This design comes from an exercise in tuning for small area and a short achievable clock period on the open sky130 flow, not from production work. Only simulation tests tie the RTL to the original design; equivalence was not proved.

==> branch delta: inputs <==
## axis_cordic
module axis_cordic #
(
  parameter FREQ_WIDTH = 32,
  parameter IN_WIDTH   = 18,  
  parameter EXTRA_BITS = 5   
)
(
  input wire aresetn,
  input wire aclk,
  input signed [FREQ_WIDTH-1:0] frequency,
  input signed [IN_WIDTH-1:0] in_data,
  output wire [47:0] m_axis_tdata,
  output wire m_axis_tvalid
);
==> flow/config.mk <==
export PLATFORM = sky130hd
export DESIGN_NAME = axis_cordic
export DESIGN_NICKNAME = axis_cordic
export VERILOG_FILES = /design/flow/design.v
export SDC_FILE = /design/flow/constraint.sdc
export NUM_CORES = 4
export LEC_CHECK = 0
export CAP_MARGIN = 20
export CORE_MARGIN = 2
export CORE_UTILIZATION = 40
export SETUP_SLACK_MARGIN = 2.5
export SLEW_MARGIN = 20
==> flow/constraint.sdc <==
create_clock -name core_clock -period 5.0 [get_ports {aclk}]
set_input_delay 1.0000 -clock core_clock [delete_from_list [all_inputs] [get_ports {aclk}]]
set_output_delay 1.0000 -clock core_clock [all_outputs]
set_load 0.01 [all_outputs]
standard.sh (not shown) runs the stock make flow with config.mk's settings and CLKGATE_MAP_FILE= SYNTH_SCRIPT=/design/flow/synth_recipe.tcl, a recipe that flattens the netlist after the stock synthesis.
==> flow/flow/run.sh <==
#!/bin/bash
# Own layout flow: the standard layout (standard.sh), with the synthesis step
# run by flow/synth.tcl (see there). Each tool's output goes to a log file here.
set -euo pipefail
here=$(pwd)
export FLOW_ABC_SCRIPT=$here/flow/abc.script
# standard.sh with the synthesis script swapped
sed "s#SYNTH_SCRIPT=[^ ]*#SYNTH_SCRIPT=$here/flow/synth.tcl#" standard.sh > own_standard.sh
grep -q "SYNTH_SCRIPT=$here/flow/synth.tcl" own_standard.sh
bash own_standard.sh finish > flow_make.log 2>&1
test -s out/final.def
==> flow/flow/abc.script <==
strash
dch
map
topo
buffer -c
upsize -c
dnsize -c
==> flow/flow/synth.tcl <==
proc synth {args} { yosys synth -nofsm -noshare {*}$args }
# The standard synthesis (synth_recipe.tcl) with two changes to the combinational
# mapping only: no full/half-adder extraction, and flow/abc.script as the ABC
# script. Registers, their names and cell types are the standard synthesis's.
set ::env(ADDER_MAP_FILE) ""
trace add variable ::abc_args write {apply {{n1 n2 op} {
  set i [lsearch $::abc_args -script]
  if {$i >= 0} { lset ::abc_args [expr {$i + 1}] $::env(FLOW_ABC_SCRIPT) }
}}}
source $::env(SCRIPTS_DIR)/synth.tcl
# left out here: clear keep_hierarchy, flatten, clean up, hide names made inside functions, write 1_2_yosys.v
==> branch willow: changes against branch delta <==
Settings changed: CORE_UTILIZATION 40 to 60, CTS_BUF_LIST set to sky130_fd_sc_hd__clkbuf_8, CTS_CLUSTER_DIAMETER set to 100, CTS_CLUSTER_SIZE set to 12, PLACE_DENSITY set to 0.75.
==> comparison table <==
item                                                                                               branch willow             branch delta
Result of the run                                                                        complete, no violations  complete, no violations
Starting density of the core                                                                              60.44%                   40.16%
Cell Count Post-Placement                                                                                  15020                    15980
WP data arrival                                                                                          3310 ps                  3190 ps
Endpoint of the worst hold-timing path                                                                     Z5[1]                   Z10[1]
FF+latch area                                                                                        25890 sq um              25850 sq um
Critical path capture point                                                                               X6[19]                    Y8[9]
Endpoint of the worst-slack reg-to-reg timing path                                                        X6[19]                    Y8[9]
Initial drt markers                                                                                         7347                     5670
R2r startpoint                                                                                               xm5                    X7[7]
Routed wire per std cell                                                                           16.30 microns            13.98 microns
Clock transition at the register clock pins on the worst setup and hold paths after CTS                    90 ps                    60 ps
Worst endpoint required time                                                                             5820 ps                  5720 ps
Clock buf/inv share                                                                                       1.772%                   5.607%
Met1 track demand over resource                                                                           41.70%                   26.96%
Via density                                                                                                5.687                    5.024
Met1 routed wirelength after detailed routing                                                           110.4 mm                 110.7 mm
Wire length of the first global-routing pass                                                            392.0 mm                 370.8 mm
Fin cells                                                                                                  15360                    16460

## re-timing with driven ports
In the flow no input, the clock included, has a driving cell. The finished layouts below were timed again as built, in two steps. Step 1 assumes that a clkbuf_16 drives the clock port and a buf_2 every other input. Step 2, shift: input delay + t, output delay - t, t = (earliest + latest rising clock arrival at the registers) / 2. This alone moves slack from input paths to output paths. Three values: no drivers, after step 1, after step 2; two values: the first two.
run	t, ns	setup WS [ns]	worst slew at a driven data input, ns
branch delta	0.865	2.528 / 2.520 / 2.198	0.05
branch willow	0.946	2.506 / 2.492 / 2.051	0.15
After both steps every run listed still meets setup and hold. The setup slack of branch willow, which loses most, moves by -0.014 ns with the drivers and by -0.455 ns with both steps.
